What follows belongs to an exercise in optimizing a design on an open flow for small area, a short achievable clock period and few clock cycles; a production flow would make more cautious choices.
Where RTL was checked, it was by simulation tests only, not by an equivalence proof against the original.
Function not checked in runs 2 to 6: the RTL went through the layout flow alone.

### flow/design.v
`timescale 1ns/1ps
module ALU(ALUControl, a, b, zero, less_greater, w);
    parameter N = 16;
    input [2:0] ALUControl;
    input signed [N-1:0] a, b;
    output zero, less_greater;
    output reg signed [N-1:0] w;
    always @(a or b or ALUControl) begin
        case (ALUControl)
            3'b000   :  w = a + b;
            3'b001   :  w = a - b;
            3'b010   :  w = a & b;
            3'b011    :  w = a | b;
            3'b101   :  w = $signed(a) < $signed(b) ? 16'd1 : 16'd0;
            3'b100   :  w = a ^ b;
            default:  w = {N{1'bx}};
        endcase
    end
    assign zero = (~|w);
    assign less_greater = |w;
endmodule
`timescale 1ns/1ps
module ALU_Controller(func3, Branch_funct, ALUOp, ALUControl);
    input [2:0] func3;
    input [1:0] Branch_funct;
    input [1:0] ALUOp;  
    output reg [2:0] ALUControl;
    always @(ALUOp or func3 or Branch_funct)begin
        case (ALUOp)
            2'b00   : ALUControl <= 3'b000;
            2'b01   : ALUControl <= 
                        (Branch_funct == 2'b00) ? 3'b001:
                        (Branch_funct == 2'b01) ? 3'b001:
                        (Branch_funct == 2'b10) ? 3'b101: 3'bxxx;
            2'b10   : ALUControl <= 
                        (func3 == 3'b000) ? 3'b000:
                        (func3 == 3'b001)  ? 3'b001:
                        (func3 == 3'b111) ? 3'b010:
                        (func3 == 3'b110) ? 3'b011:
                        (func3 == 3'b010) ? 3'b101 : 3'bxxx;
            2'b11   : ALUControl <= 3'b000;
            default: ALUControl <= 3'b000;
        endcase
    end
endmodule
module BranchController(Branch_funct, branch, less_greater, zero, w);
    input branch, zero, less_greater;
    input [1:0] Branch_funct;
    output reg w;
    always @(Branch_funct, zero, less_greater, branch) begin
        case (Branch_funct)
            2'b00   : w <= branch && zero;
            2'b01   : w <= branch && ~zero;
            2'b10   : w <= branch && less_greater;
            default: w <= 1'b0;
        endcase
    end
endmodule
`timescale 1ns/1ps
module CRegister(in, en, rst, clk, out);
    parameter N = 16;
    input [N-1:0] in;
    input en, clk, rst;
    output reg [N-1:0] out;
    always @(posedge clk or posedge rst) begin
        if (rst)
            out <= {N{1'b0}};
        else if (en)
            out <= in;
    end
endmodule
`timescale 1ns/1ps
module ImmExtension(immSrc, data, w);
    input [2:0] immSrc;
    input [12:0] data;
    parameter [2:0] L_T = 3'b000, S_T = 3'b001,
                    B_T = 3'b010, J_T = 3'b011,
                    I_T = 3'b100;
    output reg [15:0] w;
    always @(immSrc, data) begin
        case (immSrc)
            L_T   : w <= {{9{data[12]}},data[12], data[8:6] , data[2:0]};
            S_T   : w <= {{19{data[12]}},data[12], data[5:0]};
            J_T   : w <= {{3{data[12]}},data[12], data[11:0]};
            B_T   : w <= {{11{data[12]}}, data[12], data[9], data[2:0]};
            I_T   : w <= {{9{data[12]}},data[12], data[8:6], data[2:0]};
            default: w <= 16'dx;
        endcase
    end
endmodule
`timescale 1ns/1ps
module Mux2to1(slc, a, b, w);
    parameter N = 16;
    input slc;
    input [N-1:0] a, b;
    output [N-1:0] w;
    assign w = ~slc ? a : b;
endmodule
`timescale 1ns/1ps
module Mux4to1(slc, a, b, c, d, w);
    parameter N = 16;
    input [1:0] slc;
    input [N-1:0] a, b, c, d;
    output reg [N-1:0] w;
    always @(a or b or c or d or slc) begin
        case (slc)
            2'b00  : w <= a;
            2'b01  : w <= b;
            2'b10  : w <= c;
            2'b11  : w <= d;
            default: w <= {N{1'bx}};
        endcase
    end
endmodule
`timescale 1ns/1ps
module RegisterFile(clk, regWrite,
                    readRegister1, readRegister2,
                    writeRegister, writeData,
                    readData1, readData2);
    parameter WordLen = 16;
    parameter WordCount = 16;
    input regWrite, clk;
    input [2:0] readRegister1, readRegister2, writeRegister;
    input [WordLen-1:0] writeData;
    output [WordLen-1:0] readData1, readData2;
    reg [WordLen-1:0] registerFile [0:(WordCount /2)-1];
    always @(posedge clk) begin
        if (regWrite)
            registerFile[writeRegister] <= writeData;
    end
    assign readData1 = registerFile[readRegister1];
    assign readData2 = registerFile[readRegister2];
endmodule
`timescale 1ns/1ps
module MainController(clk, rst, op,
                      PCUpdate, adrSrc, memWrite, branch,
                      IRWrite, resultSrc, ALUOp, 
                      ALUSrcA, ALUSrcB, immSrc, regWrite, jump);
    input [2:0] op;
    input clk, rst;
    output reg [1:0]  resultSrc, ALUSrcA, ALUSrcB, ALUOp;
    output reg [2:0] immSrc;
    output reg adrSrc, regWrite, memWrite, PCUpdate, branch, IRWrite, jump;
    parameter [2:0] R_T = 3'b000, L_T = 3'b001,
                    S_T = 3'b010, B_T = 3'b011,
                    J_T = 3'b100, I_T = 3'b101;
    reg [11:0] pstate;
    reg [11:0] nstate;
    always @(*) begin
        case (pstate)
            12'b000000000001   : nstate = 12'b000000000010;
            12'b000000000010  : nstate =  (op == L_T)    ? 12'b000000000100     :
                                 (op == R_T)    ? 12'b000000010000     :
                                 (op == B_T)    ? 12'b000001000000     :                                   
                                 (op == J_T)    ? 12'b000000001000     :
                                 (op == S_T)    ? 12'b000010000000     : 
                                 (op == I_T)    ? 12'b100000000001     :12'b000000000001;   
            12'b100000000001 : nstate = 12'b000000100000;
            12'b000000000100 : nstate = 12'b001000000001;
            12'b000000010000 : nstate = 12'b000000100000;
            12'b000000100000: nstate = 12'b000000000001;
            12'b000001000000 : nstate = 12'b000000000001;
            12'b000000001000 : nstate = 12'b000000000001;
            12'b000010000000 : nstate = 12'b000100000000;
            12'b000100000000: nstate = 12'b000000000001;
            12'b001000000001: nstate = 12'b010000000001;
            12'b010000000001 : nstate = 12'b000000000001;
            default: nstate = 12'b000000000001;
        endcase
    end
    always @(pstate) begin
        {resultSrc, memWrite, ALUOp, ALUSrcA, ALUSrcB, immSrc, 
                regWrite, PCUpdate, branch, IRWrite, jump, adrSrc} = 18'b0;
        case (pstate)
            12'b000000000001 : begin
                IRWrite   = 1'b1;
                adrSrc    = 1'b0;
                ALUSrcA   = 2'b00;
                ALUSrcB   = 2'b10;
                ALUOp     = 2'b00;
                resultSrc = 2'b10;
                PCUpdate  = 1'b1;
            end
            12'b000000000010: begin
                ALUSrcA   = 2'b01;
                ALUSrcB   = 2'b01;
                ALUOp     = 2'b00;
                immSrc    = 3'b010;
            end
            12'b100000000001: begin 
                ALUSrcA   = 2'b10;
                ALUSrcB   = 2'b01;
                immSrc    = 3'b100;
                ALUOp     = 2'b11;
            end
            12'b000000000100: begin 
                ALUSrcA   = 2'b10;
                ALUSrcB   = 2'b01;
                immSrc    = 3'b000;
                ALUOp     = 2'b11;
            end
            12'b001000000001: begin
                resultSrc = 2'b00;
                adrSrc    = 1'b1;
            end
            12'b010000000001: begin
                resultSrc = 2'b01;
                regWrite  = 1'b1;
            end
            12'b000000010000: begin
                ALUSrcA   = 2'b10;
                ALUSrcB   = 2'b00;
                ALUOp     = 2'b10;
            end
            12'b000001000000: begin
                ALUSrcA   = 2'b10;
                ALUSrcB   = 2'b00;
                ALUOp     = 2'b01;
                resultSrc = 2'b00;
                branch    = 1'b1;
            end
            12'b000000001000: begin
                ALUSrcA   = 2'b01;
                ALUSrcB   = 2'b01;
                ALUOp     = 2'b00;
                resultSrc = 2'b10;
                immSrc    = 3'b011;
                jump      = 1'b1;
            end
            12'b000010000000: begin
                ALUSrcA   = 2'b10;
                ALUSrcB   = 2'b01;
                ALUOp     = 2'b00;
                immSrc    = 3'b001;
            end
            12'b000100000000: begin
                resultSrc = 2'b00;
                adrSrc    = 1'b1;
                memWrite  = 1'b1;
            end
            12'b000000100000: begin
                resultSrc = 2'b00;
                regWrite  = 1'b1;
            end
        endcase
    end
    always @(posedge clk or posedge rst) begin
        if (rst)
            pstate <= 12'b000000000001;
        else
            pstate <= nstate;
    end
endmodule
`timescale 1ns/1ps
module RISC_V_Controller(clk, rst, op, func3, Branch_funct, zero,less_greater,
                    PCWrite, adrSrc, memWrite,
                    IRWrite, resultSrc, ALUControl,
                    ALUSrcA, ALUSrcB, immSrc, regWrite);
    input [2:0] op;
    input [2:0] func3;
    input [1:0] Branch_funct;
    input clk, rst, zero, less_greater;
    output PCWrite, adrSrc, memWrite, IRWrite, regWrite;
    output [1:0] resultSrc, ALUSrcA, ALUSrcB;
    output [2:0] ALUControl;
    output [2:0] immSrc;
    wire PCUpdate, branch, Branch_out, jump;
    wire[1:0] ALUOp;
    MainController mainController(
        .clk(clk), .rst(rst), .op(op),
        .PCUpdate(PCUpdate),
        .adrSrc(adrSrc), .memWrite(memWrite),
        .branch(branch), .resultSrc(resultSrc),
        .ALUSrcA(ALUSrcA), .ALUSrcB(ALUSrcB),
        .immSrc(immSrc), .regWrite(regWrite),
        .IRWrite(IRWrite), .ALUOp(ALUOp), .jump(jump)
    );
    ALU_Controller ALUController(
        .func3(func3),  .ALUOp(ALUOp), .ALUControl(ALUControl), .Branch_funct(Branch_funct)
    );    
    BranchController Branch_Control(
                                    .Branch_funct(Branch_funct), .branch(branch), .less_greater(less_greater), .zero(zero), .w(Branch_out)
                                    );
    assign PCWrite = (PCUpdate | Branch_out | jump); 
endmodule
`timescale 1ns/1ps
module RISC_V_Datapath(clk, rst, PCWrite, adrSrc, memWrite,
                    IRWrite, resultSrc, ALUControl,
                    ALUSrcA, ALUSrcB, immSrc, regWrite,
                    op, func3, Branch_funct, zero, less_greater, funct7,
                    mem_addr, mem_wdata, mem_we, mem_rdata);
    input clk, rst, PCWrite, adrSrc, memWrite, IRWrite, regWrite;
    input [1:0] resultSrc, ALUSrcA, ALUSrcB;
    input [2:0] ALUControl;
    input [2:0] immSrc;
    input  [15:0] mem_rdata;
    output [15:0] mem_addr, mem_wdata;
    output        mem_we;
    output [2:0] op;
    output [2:0] func3;
    output [1:0] Branch_funct;
    output  zero, less_greater, funct7;
    wire [15:0] Adr, PC, ReadData, OldPC;
    wire [15:0] ImmExt, instr, Data;
    wire [15:0] RD1, RD2, A, B, SrcA, SrcB;
    wire [15:0] ALUResult, ALUOut, Result;
    CRegister  PCR  (.in(Result),    .en(PCWrite), .rst(rst), .clk(clk), .out(PC));
    CRegister OldPCR(.in(PC),        .en(IRWrite), .rst(rst), .clk(clk), .out(OldPC));
    CRegister  IR   (.in(ReadData),  .en(IRWrite), .rst(rst), .clk(clk), .out(instr));
    CRegister MDR   (.in(ReadData),  .en(1'b1),    .rst(rst), .clk(clk), .out(Data));
    CRegister AR    (.in(RD1),       .en(1'b1),    .rst(rst), .clk(clk), .out(A));
    CRegister BR    (.in(RD2),       .en(1'b1),    .rst(rst), .clk(clk), .out(B));
    CRegister ALUR  (.in(ALUResult), .en(1'b1),    .rst(rst), .clk(clk), .out(ALUOut));
    Mux2to1 AdrMux(.slc(adrSrc),    .a(PC),     .b(Result), .w(Adr));
    Mux4to1 AMux     (.slc(ALUSrcA),   .a(PC),     .b(OldPC),  .c(A),         .d(16'd0),  .w(SrcA));
    Mux4to1 BMux     (.slc(ALUSrcB),   .a(B),      .b(ImmExt), .c(16'd2),     .d(16'd0),  .w(SrcB));
    Mux4to1 ResultMux(.slc(resultSrc), .a(ALUOut), .b(Data),   .c(ALUResult), .d(ImmExt), .w(Result));
    ImmExtension Extend(
        .immSrc(immSrc), .data({instr[15], instr[11:0]}), .w(ImmExt)
    );
    ALU ALU_Instance(
        .ALUControl(ALUControl), .a(SrcA), .b(SrcB), 
        .zero(zero), .less_greater(less_greater), .w(ALUResult)
    );
    assign mem_addr  = Adr;
    assign mem_wdata = B;
    assign mem_we    = memWrite;
    assign ReadData  = mem_rdata;
    RegisterFile RF(
        .clk(clk), 
        .regWrite(regWrite),
        .writeData(Result), 
        .readData1(RD1), .readData2(RD2),
        .readRegister1(instr[5:3]), 
        .readRegister2(instr[8:6]),
        .writeRegister(instr[11:9])
    );
    assign funct7 = instr[15]; 
    assign op = instr[14:12];
    assign func3 = instr[2:0];
    assign Branch_funct = instr[11:10];
endmodule
`timescale 1ns/1ps
module RISC_V(clk, rst, mem_addr, mem_wdata, mem_we, mem_rdata);
    input clk, rst;
    input  [15:0] mem_rdata;  
    output [15:0] mem_addr;   
    output [15:0] mem_wdata;  
    output        mem_we;     
    wire [2:0] func3, ALUControl;
    wire[2:0] immSrc;
    wire zero, less_greater, PCSrc, memWrite, 
         regWrite, ALUSrc, PCWrite, adrSrc, IRWrite, funct7;
    wire [1:0] resultSrc, ALUSrcA, ALUSrcB, Branch_funct;
    wire [2:0] op; 
    RISC_V_Controller CU(
        .clk(clk), .rst(rst), .op(op), 
        .func3(func3), .immSrc(immSrc), .zero(zero), 
        .less_greater(less_greater), .PCWrite(PCWrite),
        .adrSrc(adrSrc), .memWrite(memWrite), 
        .IRWrite(IRWrite), .resultSrc(resultSrc), 
        .ALUControl(ALUControl), .ALUSrcA(ALUSrcA),
        .ALUSrcB(ALUSrcB), .regWrite(regWrite),
        .Branch_funct(Branch_funct)
    );
    RISC_V_Datapath DP(
        .clk(clk), .rst(rst), .less_greater(less_greater),
        .PCWrite(PCWrite), .adrSrc(adrSrc),
        .memWrite(memWrite), .IRWrite(IRWrite), 
        .resultSrc(resultSrc), .immSrc(immSrc), 
        .ALUControl(ALUControl), .op(op),
        .ALUSrcA(ALUSrcA), .func3(func3),
        .ALUSrcB(ALUSrcB), .zero(zero),
        .regWrite(regWrite), .Branch_funct(Branch_funct), .funct7(funct7),
        .mem_addr(mem_addr), .mem_wdata(mem_wdata), .mem_we(mem_we), .mem_rdata(mem_rdata)
    );
endmodule
### flow/run.sh
#!/bin/bash
# synth_recipe.tcl (not shown) runs the flow's synth.tcl, then flattens the netlist and writes it again
# the make line also repeats each setting of config.mk as NAME=value (left out here)
make -C /OpenROAD-flow-scripts/flow DESIGN_CONFIG=/design/flow/config.mk WORK_HOME=/design/flow/orfs CLKGATE_MAP_FILE= SYNTH_SCRIPT=/design/flow/synth_recipe.tcl finish
### flow/config.mk
export PLATFORM = sky130hd
export DESIGN_NAME = RISC_V
export DESIGN_NICKNAME = RISC_V
export VERILOG_FILES = /design/flow/design.v
export SDC_FILE = /design/flow/constraint.sdc
export NUM_CORES = 4
export LEC_CHECK = 0
export CAP_MARGIN = 20
export CORE_MARGIN = 2
export CORE_UTILIZATION = 40
export SLEW_MARGIN = 20
### flow/constraint.sdc
create_clock -name core_clock -period 8.0 [get_ports {clk}]
set_input_delay 1.6000 -clock core_clock [delete_from_list [all_inputs] [get_ports {clk}]]
set_output_delay 1.6000 -clock core_clock [all_outputs]
set_load 0.01 [all_outputs]
==> results.tsv, run 1 <==
stage	metric	value	unit
grt	grt_overflow	0	
drt	drc_errors	0	
synthesis	syn-num-nets	1262	
clock_tree	cts_htree_levels	1	
final_layout	area_growth	17.0	%
sta	finalHoldViolations	0	
clock_tree	insertion_delay	0.53	ns
clock_tree	cts.root.buffer_cell	clkbuf_16	
drt	detail_route.wirelength.met1	17900	µm
synthesis	yosys_warnings	8	
die	num_rows	68	
final_layout	drive_gt1_share	23.6	%
drt	highest_layer	met4	
worst_setup_path	critPathMaxFanout	6	
grt	grt_start_max_net_pins	68	
worst_setup_path	r2r_slack	0.88	ns
worst_setup_path	reg2reg_depth	27	
die	die_x	192	µm
run_status	status	complete, no violations	
final_layout	final_core_util	47.6	%
synthesis	async_reset_ff_share	49.2	%
worst_setup_path	worstSetupEndpoint	mem_addr[14]	
worst_setup_path	crit_top_cell	buf_4	
hold_path	hold_path.class	flip-flop to flip-flop	
worst_setup_path	cp-end-kind	primary output	
drt	wl	40700	µm
synthesis	synth_enable_flop_cells	128	
clock_tree	cts_tree	yes	
sta	final_max_slew_viol_count	0	
clock_tree	cts_buffer_depth	3	
drt	ant_nets	0	
synthesis	avgSynthCellArea	11.9	µm²
worst_setup_path	cp-start-kind	flip-flop	
drt	viasPerCell	5.80	
synthesis	ys_types	78	
worst_setup_path	cp_top_family	simple AND/OR/NAND/NOR gates	
worst_setup_path	cp_slowest_stage_delay	0.56	ns
worst_setup_path	path_class	flip-flop to primary output	
sta	fmax	128	MHz
worst_setup_path	crit_slowest_cell	or4_4	
die	core	0.0346	mm²
placement	portBuffers	50	
final_layout	layout_commonest_cell	nand2_1	
drt	wl_per_cell	23.4	µm
placement	hpwl	28400	µm
worst_setup_path	worstPathRequired	6.40	ns
drt	met2_length	19600	µm
worst_setup_path	critPathLaunch	CU.mainController.pstate[7]	
clock_tree	cts.sinks	252	
flow_run	cap_violations	0	
final_layout	diodes	0	
worst_setup_path	path_buf_inv	6	
sta	rsz0062_at_grt	yes	
die	dieHeight	192	µm
final_layout	final_cell_mix	nand2_1, edfxtp_1, dfrtp_1	
synthesis	ys_seq_area_share	49.3	%
sta	tightest_slew	1.22	ns
die	io_pins	51	
die	initial_core_util	40.7	%
placement	gp_congestion	0.947	
grt	antenna_found_initial	1	
drt	vias	10077	
synthesis	syn_inst	1189	
worst_setup_path	crit_cells	27	
sta	finalCritPeriodShare	98.0	%
worst_setup_path	timing.rr.end	DP.PCR.out[10]	
sta	setup_viol	0	
clock_tree	numCtsBuffers	25	
synthesis	ys_ff_latch	252	
worst_setup_path	arrival	6.24	ns
clock_tree	path_clk_slew	0.07	ns
synthesis	synth_ff_type	edfxtp_1	
grt	grt_pass1_wl	61500	µm
sta	period_minus_slack	7.84	ns
sta	clock-skew-final	0.0200	ns
die	dieArea	0.0368	mm²
sta	relSlewSlack	18.2	%
drt	dr_wl_met3	2060	µm
synthesis	synth_area	0.0141	mm²
drt	drt_iter0_drc	878	
final_layout	finish.net_count	1337	
grt	grtUsageTotal	22.3	%
worst_setup_path	worstReg2RegStart	CU.mainController.pstate[7]	
grt	grt_pass1_vias	10031	
drt	first_pass_iters	8	
## how the worst min path moves through the flow
stage | startpoint | endpoint | slack (ns) | cells after the start
after floorplan | DP.OldPCR.out[0] | DP.OldPCR.out[0] | 0.44 | 2
after global placement | DP.OldPCR.out[15] | DP.OldPCR.out[15] | 0.45 | 2
after detailed placement | DP.OldPCR.out[2] | DP.OldPCR.out[2] | 0.45 | 2
after CTS | DP.OldPCR.out[4] | DP.OldPCR.out[4] | 0.47 | 2
after global routing | DP.OldPCR.out[3] | DP.OldPCR.out[3] | 0.49 | 2
final | DP.OldPCR.out[11] | DP.OldPCR.out[11] | 0.47 | 2
## layer usage
layer  vias to the layer above  GRT usage, %
met5                         -             0
met4                         0          6.21
met3                        69          2.48
met2                       284          36.9
met1                      5122          31.1
li1                       4602             -
## state kept, by name, summed over array words and instances, names as in the netlist, 16 cells and up
name	cells
DP.RF.registerFile	128
DP.ALUR.out	16
DP.AR.out	16
DP.BR.out	16
DP.IR.out	16
DP.MDR.out	16
DP.OldPCR.out	16
DP.PCR.out	16
## synth_stat cells, types with 6 or more instances
library cell,n,share of area (%)
a211oi_1,14,0.75
a21boi_0,7,0.37
a21o_1,12,0.64
a21oi_1,48,1.7
a22oi_1,6,0.32
a31oi_1,6,0.27
and2_1,11,0.49
and3_1,8,0.35
buf_1,13,0.35
buf_2,6,0.21
clkbuf_1,45,1.2
dfrtp_1,123,22
edfxtp_1,128,27
ha_1,53,4.7
inv_1,55,1.5
mux2_1,6,0.48
mux2_2,51,4.1
mux2_4,10,1.1
mux2i_1,32,2.3
mux4_2,64,10
nand2_1,166,4.4
nand3_1,24,0.85
nor2_1,61,1.6
nor2b_1,9,0.40
nor3_1,29,1.0
nor3b_1,7,0.37
nor4_1,7,0.31
o211ai_1,8,0.43
o21a_1,19,1.0
o21ai_0,37,1.3
o22ai_1,9,0.40
o31ai_1,6,0.32
or4_1,7,0.37
## metrics by stage
step | hold slack, ns | setup TNS [ns] | cell area [µm²] | cells | setup slack [ns]
CTS | 0.469 | 0 | 16200 | 1730 | 0.0167
global route | 0.487 | -0.140 | 16500 | 1737 | -0.114
floorplan | 0.438 | 0 | 14100 | 1189 | 0.249
global placement | 0.449 | -0.133 | 15300 | 1680 | -0.133
detailed placement | 0.455 | -0.118 | 15300 | 1680 | -0.113
finish | 0.468 | 0 | 16500 | 1737 | 0.162
## tightest hold or removal path: stages (launching register included)
cell and delay [ns]:
dfrtp_1 0.34, nand2_1 0.05, nand2_1 0.05
## kinds of logic (layout without fill, tap and decap cells)
kind of cell | count (synthesis) | count (layout) | synth area share, %
AO/OA/AOI/OAI | 227 | 227 | 11.0
XOR/XNOR | 7 | 7 | 0.435
adder cells (fa/ha/maj) | 55 | 55 | 4.99
buffers and inverters | 123 | 216 | 3.57
flip-flops | 252 | 252 | 49.3
multiplexers | 163 | 163 | 18.1
AND/OR/NAND/NOR | 362 | 362 | 12.6
## repair_timing
item                                    in CTS  in global routing
hold buffers                                 0                  0
pin swaps                                    6                 10
endpoints found under the setup margin      14                 15
cloned                                       0                  0
buffers inserted                             5                  7
gates resized for setup                     39                 44
## cell type report
class / instances / area [µm²]
repair buffers: 116 / 1020
flip-flops and latches: 252 / 6950
inverters: 55 / 211
clock inverters: 9 / 41.3
multi-input cells: 814 / 7010
clock buffers: 36 / 697
well taps: 455 / 569
fillers: 3089 / 18100
Testbench counts, summed over its fixed seeds: cycles 115,935.
==> inputs of run 2 (changes only) <==
==> flow/design.v (replaced) <==
`timescale 1ns/1ps
module RISC_V(clk, rst, mem_addr, mem_wdata, mem_we, mem_rdata);
    input clk, rst;
    input  [15:0] mem_rdata;
    output [15:0] mem_addr;
    output [15:0] mem_wdata;
    output        mem_we;
    reg  [15:0] fa;         
    reg  [15:0] ir;         
    reg         iv;         
    reg  [15:0] alt;        
    reg         mem;        
    reg  [15:0] ea;         
    reg  [2:0]  midx;       
    reg         mst;        
    reg  [15:0] rf [0:7];
    wire [15:0] w      = mem_rdata;
    wire        w_jump = (w[14:12] == 3'b100);
    wire        w_br   = (w[14:12] == 3'b011);
    wire        w_pt   = w_br & w[15];                  
    wire [15:0] w_imm  = w_jump ? {{4{w[15]}}, w[11:0]}
                                : {{12{w[15]}}, w[9], w[2:0]};
    wire [15:0] tcomb  = fa + w_imm;
    wire [15:0] fa2    = fa + 16'd2;
    wire [2:0] op  = ir[14:12];
    wire [2:0] f3  = ir[2:0];
    wire       exv = iv & ~mem;
    wire is_r  = (op == 3'b000);
    wire is_l  = (op == 3'b001);
    wire is_s  = (op == 3'b010);
    wire is_b  = (op == 3'b011);
    wire is_i  = (op == 3'b101);
    wire [2:0]  ra2 = mem ? midx : ir[8:6];
    wire [15:0] a   = rf[ir[5:3]];
    wire [15:0] b   = rf[ra2];
    wire [15:0] immI = {{10{ir[15]}}, ir[8:6], ir[2:0]};
    wire [15:0] immS = {{10{ir[15]}}, ir[5:0]};
    wire        sub  = is_b | (is_r & ~f3[2] & (f3[1] | f3[0]));
    wire [15:0] op2  = (is_r | is_b) ? (sub ? ~b : b) : (is_s ? immS : immI);
    wire [15:0] sum  = a + op2 + {15'd0, sub};
    wire        lt   = (a[15] ^ b[15]) ? a[15] : sum[15];
    wire        eq   = (a == b);
    reg [15:0] res;
    always @(*) begin
        if (is_r & (f3 == 3'b111))      res = a & b;
        else if (is_r & (f3 == 3'b110)) res = a | b;
        else if (is_r & (f3 == 3'b010)) res = {15'd0, lt};
        else                            res = sum;
    end
    wire taken    = ir[11] ? lt : (eq ^ ir[10]);
    wire redirect = exv & is_b & (taken ^ ir[15]);
    wire        ex_we = exv & (is_r | is_i);
    wire        wen   = mem ? ~mst : ex_we;
    wire [2:0]  wa    = mem ? midx : ir[11:9];
    wire [15:0] wd    = mem ? mem_rdata : res;
    always @(posedge clk)
        if (wen) rf[wa] <= wd;
    always @(posedge clk or posedge rst) begin
        if (rst) begin
            fa  <= 16'd0;
            iv  <= 1'b0;
            mem <= 1'b0;
        end else begin
            mem <= exv & (is_l | is_s);
            if (~mem) begin
                if (redirect) begin
                    fa <= alt;
                    iv <= 1'b0;
                end else begin
                    fa <= (w_jump | w_pt) ? tcomb : fa2;
                    iv <= 1'b1;
                end
            end
        end
    end
    always @(posedge clk) begin
        if (~mem) begin
            ir  <= w;
            alt <= w_pt ? fa2 : tcomb;
        end
        ea   <= sum;
        midx <= is_s ? ir[8:6] : ir[11:9];
        mst  <= is_s;
    end
    assign mem_addr  = mem ? ea : fa;
    assign mem_wdata = b;
    assign mem_we    = mem & mst;
endmodule
==> results.tsv, run 2 <==
stage	metric	value	unit
synthesis	synth_area_leaders	edfxtp_1, mux4_2, ha_1	
final_layout	layout_commonest_cell	edfxtp_1	
drt	wl	32300	µm
synthesis	synthTopCellsByCount	edfxtp_1, nand2_1, o21ai_0	
sta	clock-skew-final	0.0207	ns
clock_tree	post_cts_buffers	0	
clock_tree	numCtsBuffers	24	
placement	gp_congestion	0.871	
clock_tree	insertion_delay	0.53	ns
placement	hpwl	22300	µm
grt	grt_pass1_wl	49800	µm
clock_tree	cts_buffer_depth	3	
grt	grtUsageTotal	20.8	%
final_layout	design_area	0.0139	mm²
drt	drt_iter0_drc	756	
clock_tree	path_clk_slew	0.06	ns
drt	first_pass_iters	5	
clock_tree	ctsHoldBuffers	0	
clock_tree	cts.repair.resized	0	
clock_tree	cts.root.buffer_cell	clkbuf_16	
final_layout	fillers	2705	
final_layout	largest_reg_flops	128	
sta	relSlewSlack	37.4	%
clock_tree	cts.sinks	201	
clock_tree	cts_htree_levels	1	
hold_path	hold_path.class	flip-flop to flip-flop	
drt	viasPerCell	5.68	
worst_setup_path	path_class	flip-flop to flip-flop	
die	dieArea	0.0317	mm²
sta	finalSetupTns	0	ns
synthesis	post-synth-top-count-cell	edfxtp_1	
worst_setup_path	critPathMaxFanout	61	
synthesis	async_reset_ff_share	8.96	%
grt	grt_pass1_vias	8253	
final_layout	area_growth	14.3	%
run_status	status	complete, no violations	
final_layout	instances_no_fill	1459	
die	dieHeight	178	µm
placement	place_inst	1415	
sta	period_minus_slack	6.28	ns
placement	portBuffers	50	
synthesis	avgSynthCellArea	12.1	µm²
sta	final_max_slew_viol_count	0	
grt	antenna_found_initial	0	
worst_setup_path	worstPathRequired	8.24	ns
final_layout	top_register	rf	
sta	finalHoldViolations	0	
final_layout	diodes	0	
die	die_x	178	µm
grt	grt_start_max_net_pins	62	
synthesis	ys_ff_latch	201	
die	io_pins	51	
sta	fmax	159	MHz
drt	ant_nets	0	
clock_tree	cts_tree	yes	
final_layout	final_cell_mix	edfxtp_1, nand2_1, o21ai_0	
sta	setup_viol	0	
synthesis	syn-num-nets	1087	
die	initial_core_util	40.8	%
synthesis	yosys_warnings	1	
synthesis	synth_area	0.0121	mm²
synthesis	ys_types	73	
worst_setup_path	cp-start-kind	flip-flop	
worst_setup_path	cp-end-kind	flip-flop	
worst_setup_path	arrival	6.52	ns
grt	grt_overflow	0	
die	num_rows	63	
synthesis	synth_ff_type	edfxtp_1	
sta	tightest_slew	0.938	ns
die	core	0.0297	mm²
synthesis	synth_top_area_share	39.6	%
drt	drc_errors	0	
synthesis	yosysTopAreaCell	edfxtp_1	
final_layout	finish.net_count	1134	
synthesis	syn_inst	1004	
drt	wl_per_cell	22.2	µm
placement	placed_area	0.0131	mm²
drt	vias	8292	
final_layout	drive_gt1_share	17.2	%
synthesis	ys_seq_area_share	47.1	%
flow_run	cap_violations	0	
sta	rsz0062_at_grt	no	
sta	finalCritPeriodShare	78.5	%
synthesis	synth_enable_flop_cells	160	
==> run 2: changes by cell type in the layout (fill, tap and decap cells not counted), moves of 17 or more <==
| cell | before | now |
|---|---|---|
| o21ai_0 | 27 | 64 |
| a21oi_1 | 42 | 63 |
| dfxtp_1 | 0 | 22 |
| buf_4 | 60 | 24 |
| xor2_1 | 2 | 26 |
| o21a_1 | 19 | 2 |
| dfrtp_1 | 121 | 17 |
| nand2_1 | 165 | 73 |
| edfxtp_1 | 128 | 160 |
| xnor2_1 | 5 | 29 |
| nor3_1 | 25 | 5 |
| mux2_2 | 48 | 31 |
==> run 2: metal layers <==
metal / routed length (µm) / vias up / part of all wire, % / global-route usage (%)
li1: - / 3887 / - / -
met1: 14700 / 4084 / 45 / 30.0
met2: 14700 / 270 / 46 / 33.5
met3: 2100 / 51 / 6.5 / 2.56
met4: 803 / 0 / 2.5 / 5.16
met5: 0 / - / 0 / 0
==> run 2: final timing paths <==
kind | startpoint | end | slack, ns | cells after the start
max | mem | rf[6][10] | 1.72 | 20
min | alt[3] | fa[3] | 0.46 | 2
max reg2reg | mem | rf[6][10] | 1.72 | 20
min reg2reg | alt[3] | fa[3] | 0.46 | 2
max in group asynchronous | rst | mem | 5.79 | 2
min in group asynchronous | rst | fa[0] | 1.57 | 2
==> run 2: final cells by class <==
type	instances	area, µm²	share of cell area [%]
repair buffers	74	681	4.91
well taps	390	488	3.52
multi-input cells	686	5950	42.9
clock buffers	30	623	4.49
flip-flops and latches	201	5720	41.3
inverters	64	240	1.73
clock inverters	14	164	1.18
==> run 2: logic make-up (layout without fill, tap and decap cells) <==
| group | count (synthesis) | count (layout) | share of synthesized area [%] |
|---|---|---|---|
| xor+xnor | 55 | 55 | 3.97 |
| compound gates | 221 | 221 | 11.8 |
| mux | 129 | 129 | 17.4 |
| buf+inv | 117 | 182 | 4.04 |
| fa+ha+maj | 65 | 65 | 6.83 |
| simple gates | 216 | 216 | 8.82 |
| flops | 201 | 201 | 47.1 |
==> run 2: metrics by stage <==
step | hold slack (ns) | utilization [%] | worst slack [ns]
CTS | 0.471 | 46.6 | 1.81
detailed placement | 0.450 | 44.0 | 1.83
floorplan | 0.432 | - | 2.65
global placement | 0.443 | 44.0 | 1.96
finish | 0.463 | 46.7 | 1.72
global route | 0.493 | 46.7 | 1.36
==> run 2: critical path, stage by stage, from the launching register on <==
cell and delay (ns):
dfrtp_4 0.62, buf_4 0.65, mux2i_4 0.32, buf_4 0.38, mux2i_1 0.42, xor2_1 0.18, a21oi_1 0.09, ha_1 0.35
or4b_4 0.23, o221ai_4 0.13, fa_1 0.47, a21o_1 0.17, a21oi_1 0.22, o21bai_1 0.09, a21oi_1 0.27, o21ba_2 0.19
o21ai_0 0.12, a21oi_1 0.21, xnor2_1 0.15, a221oi_1 0.11, a21oi_1 0.55
==> inputs of run 3 (changes only) <==
--- a/flow/design.v
+++ b/flow/design.v
@@ -7,13 +7,16 @@
     output        mem_we;
     reg  [15:0] fa;         
     reg  [15:0] ir;         
+    reg  [7:0]  sa, sb;     
     reg         iv;         
     reg  [15:0] alt;        
     reg         mem;        
     reg  [15:0] ea;         
-    reg  [2:0]  midx;       
+    reg  [15:0] wdata;      
+    reg  [2:0]  mrd;        
     reg         mst;        
     reg  [15:0] rf [0:7];
+    integer k;
     wire [15:0] w      = mem_rdata;
     wire        w_jump = (w[14:12] == 3'b100);
     wire        w_br   = (w[14:12] == 3'b011);
@@ -30,9 +33,15 @@
     wire is_s  = (op == 3'b010);
     wire is_b  = (op == 3'b011);
     wire is_i  = (op == 3'b101);
-    wire [2:0]  ra2 = mem ? midx : ir[8:6];
-    wire [15:0] a   = rf[ir[5:3]];
-    wire [15:0] b   = rf[ra2];
+    reg [15:0] a, b;
+    always @(*) begin
+        a = 16'd0;
+        b = 16'd0;
+        for (k = 0; k < 8; k = k + 1) begin
+            a = a | ({16{sa[k]}} & rf[k]);
+            b = b | ({16{sb[k]}} & rf[k]);
+        end
+    end
     wire [15:0] immI = {{10{ir[15]}}, ir[8:6], ir[2:0]};
     wire [15:0] immS = {{10{ir[15]}}, ir[5:0]};
     wire        sub  = is_b | (is_r & ~f3[2] & (f3[1] | f3[0]));
@@ -51,7 +60,7 @@
     wire redirect = exv & is_b & (taken ^ ir[15]);
     wire        ex_we = exv & (is_r | is_i);
     wire        wen   = mem ? ~mst : ex_we;
-    wire [2:0]  wa    = mem ? midx : ir[11:9];
+    wire [2:0]  wa    = mem ? mrd : ir[11:9];
     wire [15:0] wd    = mem ? mem_rdata : res;
     always @(posedge clk)
         if (wen) rf[wa] <= wd;
@@ -77,12 +86,17 @@
         if (~mem) begin
             ir  <= w;
             alt <= w_pt ? fa2 : tcomb;
+            for (k = 0; k < 8; k = k + 1) begin
+                sa[k] <= (w[5:3] == k);
+                sb[k] <= (w[8:6] == k);
+            end
         end
-        ea   <= sum;
-        midx <= is_s ? ir[8:6] : ir[11:9];
-        mst  <= is_s;
+        ea    <= sum;
+        wdata <= b;
+        mrd   <= ir[11:9];
+        mst   <= is_s;
     end
     assign mem_addr  = mem ? ea : fa;
-    assign mem_wdata = b;
+    assign mem_wdata = wdata;
     assign mem_we    = mem & mst;
 endmodule
==> results.tsv, run 3 <==
stage	metric	value	unit
clock_tree	numCtsBuffers	28	
final_layout	fillers	2610	
final_layout	final_cell_mix	edfxtp_1, a22oi_1, o21ai_0	
final_layout	area_growth	15.8	%
grt	grt_pass1_vias	8856	
clock_tree	cts.sinks	230	
flow_run	cap_violations	0	
final_layout	top_register	rf	
final_layout	final_core_util	47.1	%
die	dieHeight	178	µm
worst_setup_path	path_class	primary input to flip-flop	
sta	finalHoldViolations	0	
sta	clock-skew-final	0.0120	ns
synthesis	ys_ff_latch	230	
synthesis	async_reset_ff_share	7.83	%
die	initial_core_util	40.7	%
grt	met3_usage	3.75	%
worst_setup_path	arrival	6.00	ns
drt	first_pass_iters	5	
clock_tree	post_cts_buffers	0	
hold_path	hold_path.class	flip-flop to flip-flop	
worst_setup_path	worstPathRequired	8.43	ns
placement	portBuffers	50	
sta	tightest_slew	1.10	ns
clock_tree	cts_buffer_depth	3	
grt	grt_overflow	0	
sta	period_minus_slack	5.58	ns
die	die_x	178	µm
synthesis	post-synth-top-count-cell	edfxtp_1	
sta	rsz0062_at_grt	no	
final_layout	ff_latch_area	0.00646	mm²
drt	wl	36200	µm
worst_setup_path	crit_path_cell_trace	clkdlybuf4s50_1 > and3_1 > nor2b_1 > a21o_1 > ha_1 > a21o_1 > a21oi_1 > nor2b_1 > a2111oi_0 > o21ai_0 > a31oi_1 > xnor2_1 > mux2i_1 > a221o_1	
clock_tree	path_clk_slew	0.06	ns
sta	holdWs	0.382	ns
drt	vias	9132	
grt	use_met2	37.1	%
clock_tree	cts.repair.resized	0	
sta	relSlewSlack	26.1	%
grt	grtUsageTotal	23.1	%
worst_setup_path	cp_slowest_stage_delay	0.87	ns
drt	drc_errors	0	
final_layout	largest_reg_flops	128	
placement	place_ws	2.02	ns
synthesis	synth_top_area_share	43.7	%
run_status	status	complete, no violations	
sta	fmax	179	MHz
sta	finalSetupTns	0	ns
grt	grt_pass1_wl	54500	µm
drt	ant_nets	0	
worst_setup_path	cp-end-kind	flip-flop	
clock_tree	cts_htree_levels	1	
synthesis	ys_types	68	
grt	grt_start_max_net_pins	77	
placement	gp_congestion	0.856	
sta	worst_slack	2.42	ns
final_layout	finish.net_count	1190	
drt	wl_per_cell	23.8	µm
clock_tree	cts.root.buffer_cell	clkbuf_16	
clock_tree	cts_tree	yes	
synthesis	syn_inst	1071	
grt	antenna_found_initial	0	
die	io_pins	51	
worst_setup_path	cp-start-kind	primary input	
synthesis	syn-num-nets	1154	
grt	grtUsageMet1	31.7	%
synthesis	synth_area	0.0121	mm²
clock_tree	ctsHoldBuffers	0	
sta	finalCritPeriodShare	69.7	%
placement	hpwl	24100	µm
synthesis	avgSynthCellArea	11.3	µm²
drt	drt_iter0_drc	1079	
sta	final_max_slew_viol_count	0	
synthesis	synth_ff_type	edfxtp_1	
grt	top_usage_layer	met2	
synthesis	synth_area_leaders	edfxtp_1, a22oi_1, ha_1	
synthesis	yosysTopAreaCell	edfxtp_1	
clock_tree	insertion_delay	0.54	ns
worst_setup_path	critPathMaxFanout	13	
sta	setup_viol	0	
final_layout	drive_gt1_share	9.48	%
final_layout	diodes	0	
synthesis	ys_seq_area_share	53.4	%
final_layout	multi_input_area	0.00513	mm²
placement	placed_area	0.0130	mm²
synthesis	synthTopCellsByCount	edfxtp_1, a22oi_1, o21ai_0	
die	core	0.0297	mm²
synthesis	synth_enable_flop_cells	176	
drt	viasPerCell	6.01	
final_layout	design_area	0.0140	mm²
synthesis	yosys_warnings	1	
die	num_rows	63	
worst_setup_path	crit_slowest_cell	a2111oi_0	
final_layout	layout_commonest_cell	edfxtp_1	
die	dieArea	0.0316	mm²
==> run 3: final timing paths <==
kind                                from   endpoint  slack, ns  cells after the start
min                                ir[9]     mrd[0]       0.38                      0
max                        mem_rdata[14]     fa[15]       2.42                     14
min reg2reg                        ir[9]     mrd[0]       0.38                      0
max reg2reg                        sb[7]  rf[0][12]       2.55                     15
min in group asynchronous            rst     fa[11]       1.52                      2
max in group asynchronous            rst        mem       5.92                      2
==> run 3: cell families after synthesis <==
logic type / after synthesis / share of synthesized area, %
compound gates: 339 / 19.5
flops: 230 / 53.4
simple gates: 225 / 9.60
buf+inv: 130 / 4.19
fa+ha+maj: 65 / 6.92
xor+xnor: 59 / 4.28
mux: 23 / 2.09
==> run 3: final cells by class <==
| cell class | instances | area share (%) |
|---|---|---|
| flip-flops and latches | 230 | 46.1 |
| clock buffers | 37 | 5.83 |
| inverters | 63 | 1.69 |
| clock inverters | 15 | 1.40 |
| well taps | 390 | 3.49 |
| multi-input cells | 711 | 36.6 |
| repair buffers | 73 | 4.81 |
==> run 3: through the flow <==
step | instances
global placement | 1467
floorplan | 1071
detailed placement | 1467
finish | 1519
global route | 1519
CTS | 1519
==> run 3: critical path: cells and delay by family <==
family	cells	cell delay, ns
AOI/OAI and AO/OA	7	2.33
muxes	1	0.11
xor gates and xnor gates	1	0.17
and+or+nand+nor	3	0.89
adders and majority gates	1	0.34
buffers and inverters	1	0.54
==> run 3: per-layer routing <==
metal | part of all wire [%] | vias up
met5 | 0 | -
met4 | 3.1 | 0
met3 | 8.3 | 75
met2 | 46 | 410
met1 | 42 | 4485
li1 | - | 4162
==> inputs of run 4 (changes only) <==
--- a/flow/config.mk
+++ b/flow/config.mk
@@ -8,4 +8,5 @@
 export CAP_MARGIN = 20
 export CORE_MARGIN = 2
 export CORE_UTILIZATION = 40
+export SETUP_SLACK_MARGIN = 4
 export SLEW_MARGIN = 20
==> results.tsv, run 4 <==
stage	metric	value	unit
worst_setup_path	path_class	flip-flop to flip-flop	
sta	setup_viol	0	
synthesis	avgSynthCellArea	11.3	µm²
die	num_rows	63	
final_layout	final_core_util	52.2	%
worst_setup_path	arrival	4.40	ns
worst_setup_path	critPathMaxFanout	8	
drt	vias	9903	
final_layout	ff_latch_area	0.00646	mm²
worst_setup_path	worstReg2RegStart	ir[13]	
die	dieArea	0.0316	mm²
worst_setup_path	r2r_slack	3.88	ns
placement	portBuffers	50	
synthesis	post-synth-top-count-cell	edfxtp_1	
final_layout	finish.net_count	1283	
worst_setup_path	reg2reg_depth	16	
synthesis	synth_enable_flop_cells	176	
clock_tree	cts.root.buffer_cell	clkbuf_16	
die	io_pins	51	
final_layout	area_growth	28.4	%
drt	ant_nets	0	
grt	grt_start_max_net_pins	77	
clock_tree	cts_htree_levels	1	
synthesis	synth_top_area_share	43.7	%
synthesis	syn-num-nets	1154	
run_status	status	complete, no violations	
grt	grt_pass1_wl	57700	µm
drt	wl_per_cell	25.1	µm
synthesis	synth_area	0.0121	mm²
hold_path	hold_path.class	flip-flop to flip-flop	
placement	hpwl	24400	µm
die	die_x	178	µm
clock_tree	ctsHoldBuffers	0	
drt	dr_wl_met3	3470	µm
placement	gp_congestion	0.894	
drt	detail_route.wirelength.met1	16500	µm
sta	period_minus_slack	4.12	ns
final_layout	diodes	0	
worst_setup_path	worstSetupEndpoint	rf[1][12]	
grt	antenna_found_initial	2	
final_layout	layout_commonest_cell	edfxtp_1	
synthesis	async_reset_ff_share	7.83	%
drt	drt_iter0_drc	1184	
grt	grt_pass1_vias	9397	
sta	rsz0062_at_grt	yes	
drt	viasPerCell	6.15	
clock_tree	cts.sinks	230	
grt	grtUsageTotal	24.7	%
clock_tree	insertion_delay	0.55	ns
synthesis	ys_ff_latch	230	
clock_tree	cts_buffer_depth	3	
synthesis	ys_seq_area_share	53.4	%
worst_setup_path	worstPathRequired	8.27	ns
die	initial_core_util	40.7	%
sta	relSlewSlack	19.1	%
sta	finalSetupTns	0	ns
final_layout	fillers	2523	
final_layout	drive_gt1_share	24.2	%
worst_setup_path	timing.rr.end	rf[1][12]	
drt	first_pass_iters	6	
grt	grt_overflow	0	
sta	clock-skew-final	0.0276	ns
synthesis	yosysTopAreaCell	edfxtp_1	
synthesis	syn_inst	1071	
drt	met2_length	18600	µm
synthesis	ys_types	68	
drt	wl	40400	µm
clock_tree	cts_tree	yes	
die	core	0.0297	mm²
sta	fmax	242	MHz
synthesis	synth_area_leaders	edfxtp_1, a22oi_1, ha_1	
final_layout	top_register	rf	
worst_setup_path	cp-start-kind	flip-flop	
die	dieHeight	178	µm
worst_setup_path	cp-end-kind	flip-flop	
worst_setup_path	critPathLaunch	ir[13]	
final_layout	multi_input_area	0.00590	mm²
sta	finalCritPeriodShare	51.6	%
drt	highest_layer	met5	
sta	tightest_slew	1.21	ns
flow_run	cap_violations	0	
clock_tree	path_clk_slew	0.07	ns
sta	finalHoldViolations	0	
sta	final_max_slew_viol_count	0	
final_layout	largest_reg_flops	128	
synthesis	yosys_warnings	1	
final_layout	final_cell_mix	edfxtp_1, a22oi_1, buf_4	
synthesis	synthTopCellsByCount	edfxtp_1, a22oi_1, o21ai_0	
synthesis	synth_ff_type	edfxtp_1	
clock_tree	numCtsBuffers	26	
drt	drc_errors	0	
run 4: worst max-delay path, stage by stage, from the launching register on:
cell and delay [ns]:
edfxtp_1 0.40, or3_4 0.41, a211oi_4 0.33, buf_12 0.16
xnor2_2 0.12, o21ai_2 0.08, fa_2 0.37, fa_2 0.36
a21o_1 0.19, a21oi_2 0.14, o21bai_1 0.08, a21o_1 0.21
a21oi_4 0.22, o21ai_2 0.10, xor2_2 0.17, a221oi_2 0.37
a21oi_4 0.11
run 4: what timing repair did:
item	CTS	global route
endpoints found under the hold margin	0	0
buffers inserted	71	26
pin swaps	29	46
setup endpoints to repair	155	116
resized for setup	71	92
cloned	1	3
run 4: logic make-up (layout without fill, tap and decap cells):
family	count (synthesis)	after routing	share of synthesized area, %
buf+inv	130	276	4.19
mux	23	23	2.09
simple gates	225	227	9.60
compound gates	339	340	19.5
xor+xnor	59	59	4.28
fa+ha+maj	65	65	6.92
flops	230	230	53.4
run 4: worst min path at each step:
stage | end | slack [ns] | cells after the start | start
final | mrd[0] | 0.37 | 0 | ir[9]
after global routing | mrd[0] | 0.39 | 0 | ir[9]
after CTS | mrd[0] | 0.37 | 0 | ir[9]
after detailed placement | mrd[0] | 0.36 | 0 | ir[9]
after global placement | mrd[0] | 0.35 | 0 | ir[9]
after floorplan | mrd[0] | 0.34 | 0 | ir[9]
run 4: metal layers:
layer  global-route usage (%)  up-vias
met3                     4.01      112
met1                     32.9     4937
li1                         -     4366
met2                     40.2      486
met5                        0        -
met4                     10.0        2
run 4: area by class of cell:
type                            instances  share of cell area, %
Multi-Input combinational cell        714                   38.0
Inverter                               63                   1.52
Clock buffer                           32                   4.40
Sequential cell                       230                   41.6
Timing Repair Buffer                  165                   10.1
Tap cell                              390                   3.14
Clock inverter                         16                   1.18
run 4: metrics by stage:
| stage | cells | worst slack, ns | hold WS [ns] | instance area, µm² |
|---|---|---|---|---|
| after CTS | 1581 | 3.90 | 0.369 | 14800 |
| after global routing | 1610 | 3.73 | 0.393 | 15500 |
| after global placement | 1461 | 2.87 | 0.353 | 13100 |
| after floorplan | 1071 | 3.91 | 0.344 | 12200 |
| after detailed placement | 1461 | 2.80 | 0.357 | 13100 |
| final | 1610 | 3.88 | 0.369 | 15500 |
==> inputs of run 5 (changes only) <==
--- a/flow/config.mk
+++ b/flow/config.mk
@@ -8,5 +8,5 @@
 export CAP_MARGIN = 20
 export CORE_MARGIN = 2
 export CORE_UTILIZATION = 40
-export SETUP_SLACK_MARGIN = 4
+export SETUP_SLACK_MARGIN = 3
 export SLEW_MARGIN = 20
==> results.tsv, run 5 <==
stage	metric	value	unit
synthesis	synth_area_leaders	edfxtp_1, a22oi_1, ha_1	
synthesis	synth_top_area_share	43.7	%
sta	relSlewSlack	24.3	%
synthesis	yosys_warnings	1	
drt	viasPerCell	6.05	
worst_setup_path	worstPathRequired	8.23	ns
hold_path	hold_path.class	flip-flop to flip-flop	
drt	drt_iter0_drc	1073	
clock_tree	cts_htree_levels	1	
die	core	0.0297	mm²
die	dieHeight	178	µm
sta	finalSetupTns	0	ns
placement	hpwl	24100	µm
grt	grtUsageTotal	23.3	%
final_layout	final_cell_mix	edfxtp_1, a22oi_1, o21ai_0	
sta	period_minus_slack	4.77	ns
worst_setup_path	timing.rr.end	rf[0][12]	
die	num_rows	63	
clock_tree	path_clk_slew	0.06	ns
die	io_pins	51	
final_layout	finish.net_count	1208	
drt	wl	36800	µm
sta	clock-skew-final	0.0171	ns
worst_setup_path	arrival	5.00	ns
synthesis	synth_area	0.0121	mm²
grt	grt_overflow	0	
synthesis	syn_inst	1071	
worst_setup_path	cp-start-kind	flip-flop	
clock_tree	insertion_delay	0.55	ns
worst_setup_path	cp-end-kind	flip-flop	
final_layout	diodes	0	
synthesis	ys_types	68	
sta	final_max_slew_viol_count	0	
grt	grt_pass1_wl	55200	µm
worst_setup_path	critPathMaxFanout	17	
final_layout	layout_commonest_cell	edfxtp_1	
die	dieArea	0.0316	mm²
synthesis	ys_ff_latch	230	
placement	gp_congestion	0.856	
clock_tree	numCtsBuffers	28	
placement	portBuffers	50	
clock_tree	cts_tree	yes	
hold_path	min_path_cells	0	
worst_setup_path	r2r_slack	3.23	ns
drt	vias	9303	
die	die_x	178	µm
worst_setup_path	reg2reg_depth	16	
final_layout	top_register	rf	
synthesis	syn-num-nets	1154	
synthesis	synth_ff_type	edfxtp_1	
die	initial_core_util	40.7	%
clock_tree	cts_buffer_depth	3	
worst_setup_path	worstReg2RegStart	ir[12]	
grt	grt_start_max_net_pins	77	
drt	ant_nets	0	
final_layout	fillers	2600	
worst_setup_path	critPathLaunch	ir[12]	
flow_run	cap_violations	0	
sta	setup_viol	0	
synthesis	yosysTopAreaCell	edfxtp_1	
sta	tightest_slew	1.13	ns
sta	fmax	209	MHz
run_status	status	complete, no violations	
final_layout	area_growth	17.5	%
synthesis	avgSynthCellArea	11.3	µm²
synthesis	ys_seq_area_share	53.4	%
synthesis	synthTopCellsByCount	edfxtp_1, a22oi_1, o21ai_0	
sta	finalCritPeriodShare	59.7	%
synthesis	post-synth-top-count-cell	edfxtp_1	
final_layout	largest_reg_flops	128	
worst_setup_path	path_class	flip-flop to flip-flop	
hold_path	hp-start	ir[9]	
clock_tree	ctsHoldBuffers	0	
clock_tree	cts.sinks	230	
worst_setup_path	crit_path_cell_trace	or3_1 > a211oi_4 > buf_12 > xnor2_1 > o21ai_0 > fa_2 > fa_1 > a21o_1 > a21oi_1 > o21bai_1 > a21o_1 > a21oi_2 > o21ai_0 > xor2_1 > a221oi_1 > a21oi_2	
hold_path	hold_end	mrd[0]	
sta	rsz0062_at_grt	no	
drt	wl_per_cell	23.9	µm
final_layout	drive_gt1_share	12.1	%
worst_setup_path	cp_slowest_stage_delay	0.47	ns
sta	finalHoldViolations	0	
clock_tree	cts.root.buffer_cell	clkbuf_16	
worst_setup_path	crit_slowest_cell	fa_2	
synthesis	async_reset_ff_share	7.83	%
grt	antenna_found_initial	0	
drt	first_pass_iters	6	
grt	grt_pass1_vias	8961	
synthesis	synth_enable_flop_cells	176	
drt	drc_errors	0	
run 5: worst max-delay path by stage:
| stage | to | cells after the start |
|---|---|---|
| 2_1_floorplan | fa[15] | 14 |
| 3_3_place_gp | fa[15] | 14 |
| 3_5_place_dp | fa[15] | 14 |
| 4_1_cts | rf[7][10] | 16 |
| 5_1_grt | fa[15] | 14 |
| 6_report | rf[0][12] | 16 |
run 5: cell type report:
type,instances,area [µm²],area share [%]
clock buffers,37,816,5.75
clock inverters,15,196,1.38
multi-input cells,711,5180,36.5
inverters,63,236,1.67
well taps,390,488,3.44
flip-flops and latches,230,6460,45.5
repair buffers,91,821,5.78
run 5: through the flow:
step           setup WS (ns)  cells  util (%)  area, µm²  hold slack [ns]
2_1_floorplan           3.62   1071         -      12100            0.344
3_3_place_gp            2.05   1467      43.7      13000            0.373
3_5_place_dp            2.02   1467      43.7      13000            0.376
4_1_cts                 2.96   1533      47.5      14100            0.391
5_1_grt                 3.00   1537      47.8      14200            0.412
6_report                3.23   1537      47.8      14200            0.387
run 5: logic make-up (layout without fill, tap and decap cells):
| family | after synthesis | after routing | synth area share (%) |
|---|---|---|---|
| DFF | 230 | 230 | 53.4 |
| AOI/OAI and AO/OA | 339 | 339 | 19.5 |
| muxes | 23 | 23 | 2.09 |
| xor gates and xnor gates | 59 | 59 | 4.28 |
| adders and majority gates | 65 | 65 | 6.92 |
| buffers and inverters | 130 | 206 | 4.19 |
| and+or+nand+nor | 225 | 225 | 9.60 |
run 5: timing repair:
item                                   in CTS  in global routing
buffers inserted                           14                  4
endpoints found under the hold margin       0                  0
gates resized for setup                     9                 10
setup endpoints to repair                  60                 52
run 5: layer usage:
metal / share of wire [%] / vias to the layer above / wire [µm] / GRT usage, %
met5: 0 / - / 0 / 0
met4: 3.8 / 0 / 1400 / 8.03
met3: 7.8 / 99 / 2870 / 3.17
met2: 46 / 466 / 17000 / 37.8
met1: 42 / 4542 / 15500 / 32.2
li1: - / 4196 / - / -
run 5: critical path: cells and delay by family (launching register included):
| kind | cells | cell delay (ns) |
|---|---|---|
| AO/OA/AOI/OAI | 10 | 2.09 |
| adder cells (fa/ha/maj) | 2 | 0.93 |
| flip-flops | 1 | 0.45 |
| AND/OR/NAND/NOR | 1 | 0.45 |
| XOR/XNOR | 2 | 0.31 |
| buffers and inverters | 1 | 0.22 |
==> inputs of run 6 (changes only) <==
--- a/flow/design.v
+++ b/flow/design.v
@@ -5,26 +5,22 @@
     output [15:0] mem_addr;
     output [15:0] mem_wdata;
     output        mem_we;
-    reg  [15:0] fa;         
+    reg  [15:1] fa;         
     reg  [15:0] ir;         
     reg  [7:0]  sa, sb;     
     reg         iv;         
-    reg  [15:0] alt;        
     reg         mem;        
     reg  [15:0] ea;         
-    reg  [15:0] wdata;      
     reg  [2:0]  mrd;        
     reg         mst;        
     reg  [15:0] rf [0:7];
     integer k;
     wire [15:0] w      = mem_rdata;
     wire        w_jump = (w[14:12] == 3'b100);
-    wire        w_br   = (w[14:12] == 3'b011);
-    wire        w_pt   = w_br & w[15];                  
-    wire [15:0] w_imm  = w_jump ? {{4{w[15]}}, w[11:0]}
-                                : {{12{w[15]}}, w[9], w[2:0]};
-    wire [15:0] tcomb  = fa + w_imm;
-    wire [15:0] fa2    = fa + 16'd2;
+    wire        w_pt   = (w[14:12] == 3'b011) & w[15];   
+    wire [15:1] inc    = w_jump ? {{4{w[15]}}, w[11:1]} :
+                         w_pt   ? {{12{w[15]}}, w[9], w[2:1]} : 15'd1;
+    wire [15:1] fnext  = fa + inc;
     wire [2:0] op  = ir[14:12];
     wire [2:0] f3  = ir[2:0];
     wire       exv = iv & ~mem;
@@ -56,6 +52,9 @@
         else if (is_r & (f3 == 3'b010)) res = {15'd0, lt};
         else                            res = sum;
     end
+    wire [4:0]  bimm  = {ir[15], ir[15], ir[9], ir[2:1]};         
+    wire [4:0]  boff  = ir[15] ? (5'd1 - bimm) : (bimm - 5'd1);
+    wire [15:1] alt   = fa + {{10{boff[4]}}, boff};
     wire taken    = ir[11] ? lt : (eq ^ ir[10]);
     wire redirect = exv & is_b & (taken ^ ir[15]);
     wire        ex_we = exv & (is_r | is_i);
@@ -66,37 +65,30 @@
         if (wen) rf[wa] <= wd;
     always @(posedge clk or posedge rst) begin
         if (rst) begin
-            fa  <= 16'd0;
+            fa  <= 15'd0;
             iv  <= 1'b0;
             mem <= 1'b0;
         end else begin
             mem <= exv & (is_l | is_s);
             if (~mem) begin
-                if (redirect) begin
-                    fa <= alt;
-                    iv <= 1'b0;
-                end else begin
-                    fa <= (w_jump | w_pt) ? tcomb : fa2;
-                    iv <= 1'b1;
-                end
+                fa <= redirect ? alt : fnext;
+                iv <= ~redirect;
             end
         end
     end
+    wire keep_b = mem | (exv & is_s);
     always @(posedge clk) begin
-        if (~mem) begin
-            ir  <= w;
-            alt <= w_pt ? fa2 : tcomb;
-            for (k = 0; k < 8; k = k + 1) begin
-                sa[k] <= (w[5:3] == k);
-                sb[k] <= (w[8:6] == k);
-            end
+        if (~mem)
+            ir <= w;
+        for (k = 0; k < 8; k = k + 1) begin
+            sa[k] <= mem ? (ir[5:3] == k) : (w[5:3] == k);
+            sb[k] <= keep_b ? (ir[8:6] == k) : (w[8:6] == k);
         end
-        ea    <= sum;
-        wdata <= b;
-        mrd   <= ir[11:9];
-        mst   <= is_s;
+        ea  <= sum;
+        mrd <= ir[11:9];
+        mst <= is_s;
     end
-    assign mem_addr  = mem ? ea : fa;
-    assign mem_wdata = wdata;
+    assign mem_addr  = mem ? ea : {fa, 1'b0};
+    assign mem_wdata = b;
     assign mem_we    = mem & mst;
 endmodule
--- a/flow/config.mk
+++ b/flow/config.mk
@@ -8,5 +8,5 @@
 export CAP_MARGIN = 20
 export CORE_MARGIN = 2
 export CORE_UTILIZATION = 40
-export SETUP_SLACK_MARGIN = 3
+export SETUP_SLACK_MARGIN = 5
 export SLEW_MARGIN = 20
==> results.tsv, run 6 <==
stage	metric	value	unit
run_status	status	complete, no violations	
die	num_rows	59	
worst_setup_path	arrival	6.39	ns
grt	grt_pass1_vias	9058	
final_layout	top_regs	rf (128), ea (16), ir (16)	
sta	setup_viol	0	
synthesis	synth_area_leaders	edfxtp_1, a22oi_1, ha_1	
final_layout	layout_commonest_cell	edfxtp_1	
drt	ant_nets	0	
worst_setup_path	cp-end-kind	flip-flop	
synthesis	synth_fa_ha_area_share	7.88	%
synthesis	ys_seq_area_share	51.6	%
grt	antenna_found_initial	0	
final_layout	largest_reg_flops	128	
placement	hpwl	22000	µm
final_layout	finish.net_count	1250	
grt	grtUsageTotal	25.6	%
sta	final_max_slew_viol_count	0	
drt	drt_iter0_drc	1297	
final_layout	area_growth	36.7	%
synthesis	async_reset_ff_share	8.63	%
final_layout	final_cell_mix	edfxtp_1, buf_4, a22oi_1	
worst_setup_path	cp_slowest_stage_delay	0.44	ns
clock_tree	cts_htree_levels	4	
final_layout	fillers	2085	
drt	viasPerCell	6.14	
synthesis	synth_enable_flop_cells	144	
die	core	0.0261	mm²
sta	rsz0062_at_grt	yes	
synthesis	synthTopCellsByCount	edfxtp_1, a22oi_1, o21ai_0	
worst_setup_path	path_class	flip-flop to flip-flop	
clock_tree	cts.sinks	197	
sta	fmax	165	MHz
drt	drc_errors	0	
synthesis	syn_inst	981	
worst_setup_path	crit_slowest_cell	edfxtp_1	
grt	grt_pass1_wl	54100	µm
synthesis	synth_compound_gate_area_share	19.3	%
sta	finalCritPeriodShare	75.9	%
die	dieArea	0.0278	mm²
sta	finalHoldViolations	0	
hold_path	hold_path.class	flip-flop to flip-flop	
synthesis	synth_top_family_by_area	compound AO/OA/AOI/OAI gates	
clock_tree	cts_tree	yes	
worst_setup_path	worstPathRequired	8.32	ns
drt	wl	36900	µm
die	io_pins	51	
sta	finalSetupTns	0	ns
synthesis	synth_area	0.0106	mm²
clock_tree	numCtsBuffers	17	
die	initial_core_util	40.7	%
final_layout	top_register	rf	
drt	first_pass_iters	7	
clock_tree	path_clk_slew	0.08	ns
synthesis	post-synth-top-count-cell	edfxtp_1	
flow_run	cap_violations	0	
clock_tree	cts_buffer_depth	2	
sta	clock-skew-final	0.0260	ns
synthesis	yosysTopAreaCell	edfxtp_1	
final_layout	diodes	0	
placement	gp_congestion	0.850	
sta	period_minus_slack	6.07	ns
drt	vias	9299	
final_layout	drive_gt1_share	34.8	%
synthesis	synthMuxAreaShare	2.89	%
grt	grt_start_max_net_pins	37	
synthesis	syn-num-nets	1064	
worst_setup_path	crit_top_cell	o21ai_2	
die	die_x	167	µm
synthesis	synth-simple-area-share	9.63	%
sta	worst_slack	1.93	ns
synthesis	ys_ff_latch	197	
placement	portBuffers	50	
synthesis	ys_types	62	
drt	wl_per_cell	24.4	µm
clock_tree	insertion_delay	0.45	ns
placement	place_ws	1.48	ns
synthesis	synth_xor_area_share	3.95	%
sta	tightest_slew	0.982	ns
grt	grt_overflow	0	
synthesis	yosys_warnings	1	
worst_setup_path	cp-start-kind	flip-flop	
sta	relSlewSlack	34.4	%
synthesis	avgSynthCellArea	10.8	µm²
synthesis	synth_top_area_share	40.8	%
synthesis	synth_ff_type	edfxtp_1	
die	dieHeight	167	µm
worst_setup_path	critPathMaxFanout	7	
clock_tree	cts.root.buffer_cell	clkbuf_16	
-- run 6: kinds of logic (layout without fill, tap and decap cells) --
logic type / Yosys count / in the layout
muxes: 28 / 28
DFF: 197 / 197
and+or+nand+nor: 206 / 206
buffers and inverters: 132 / 331
AOI/OAI and AO/OA: 306 / 306
adders and majority gates: 65 / 65
xor gates and xnor gates: 47 / 47
-- run 6: final cells by class --
class,instances,area (µm²),area share [%]
clock buffer,17,425,2.93
inverter,72,273,1.88
tap,335,419,2.89
multi-input combinational,652,5390,37.1
timing repair buffer,227,2320,16.0
sequential,197,5500,37.9
clock inverter,15,179,1.23
-- run 6: metrics by stage --
stage / cell area (µm²) / cells / utilization [%] / hold WS [ns]
floorplan: 10800 / 981 / - / 0.412
detailed placement: 11600 / 1320 / 44.4 / 0.438
global placement: 11600 / 1320 / 44.4 / 0.432
finish: 14500 / 1515 / 55.7 / 0.493
CTS: 13800 / 1483 / 53.1 / 0.458
global route: 14500 / 1515 / 55.7 / 0.510
-- run 6: critical path, delay by kind of cell, from the launching register on --
kind,cells,cell delay [ns]
compound gates,16,2.53
xor+xnor,4,0.71
fa+ha+maj,3,0.85
buf+inv,4,0.46
flops,1,0.44
simple gates,7,0.95
-- run 6: repair_timing --
action,4_1_cts,5_1_grt
endpoints found under the hold margin,0,0
hold buffers,0,0
setup buffers,128,32
resized for setup,281,117
setup endpoints to repair,190,191
pin swaps,76,46
gates cloned,3,0
-- run 6: path summary, 6_finish.rpt --
path | start | end | slack, ns | cells after the start
setup / recovery | ir[2] | fa[15] | 1.93 | 34
hold / removal | ir[9] | mrd[0] | 0.49 | 0
setup reg to reg | ir[2] | fa[15] | 1.93 | 34
hold reg to reg | ir[9] | mrd[0] | 0.49 | 0
max in group asynchronous | rst | mem | 5.88 | 2
min in group asynchronous | rst | fa[6] | 1.57 | 2
-- run 6: per-layer routing --
metal,wire length [µm],vias to the layer above,GRT usage [%]
li1,-,4058,-
met1,14300,4472,32.1
met2,17600,616,42.1
met3,3140,153,5.30
met4,1880,0,12.6
met5,0,-,0

## re-timing with driven ports
The flow's constraints put no driver on any port. The routed layouts listed below were extracted and timed again, unchanged, in two steps. Step 1 sets driving cells, clkbuf_16 on the clock port and buf_2 on the other inputs (assumed; they add their load-dependent delay and slew). Step 2 adds t to the input delays and takes it off the output delays; t is the mean of the earliest and latest rising clock arrival at the registers after step 1. Input paths then give back, and output paths get back, about the clock's delay inside the block. a / b / c = ideal ports / drivers / drivers and shift; a / b = the first two.
run	t, ns	setup WS [ns]	worst setup path after step 2	clock arrival spread, ns	worst register clock-pin slew, ns
run 1	0.577	0.162 / 0.111 / 0.687	register to output	0.021 / 0.021	0.08 / 0.08
run 2	0.572	1.721 / 1.721 / 1.721	register to register	0.021 / 0.021	0.07 / 0.07
run 3	0.588	2.423 / 2.446 / 1.858	input to register	0.012 / 0.012	0.06 / 0.06
run 4	0.591	3.876 / 3.876 / 3.355	input to register	0.027 / 0.028	0.07 / 0.07
run 5	0.591	3.226 / 3.226 / 2.687	input to register	0.017 / 0.017	0.06 / 0.06
run 6	0.487	1.932 / 1.932 / 1.932	register to register	0.026 / 0.026	0.09 / 0.09
After both steps setup and hold are still met in every run listed. The setup slack of run 3, which loses most, moves by +0.023 ns with the drivers and by -0.565 ns with both steps.
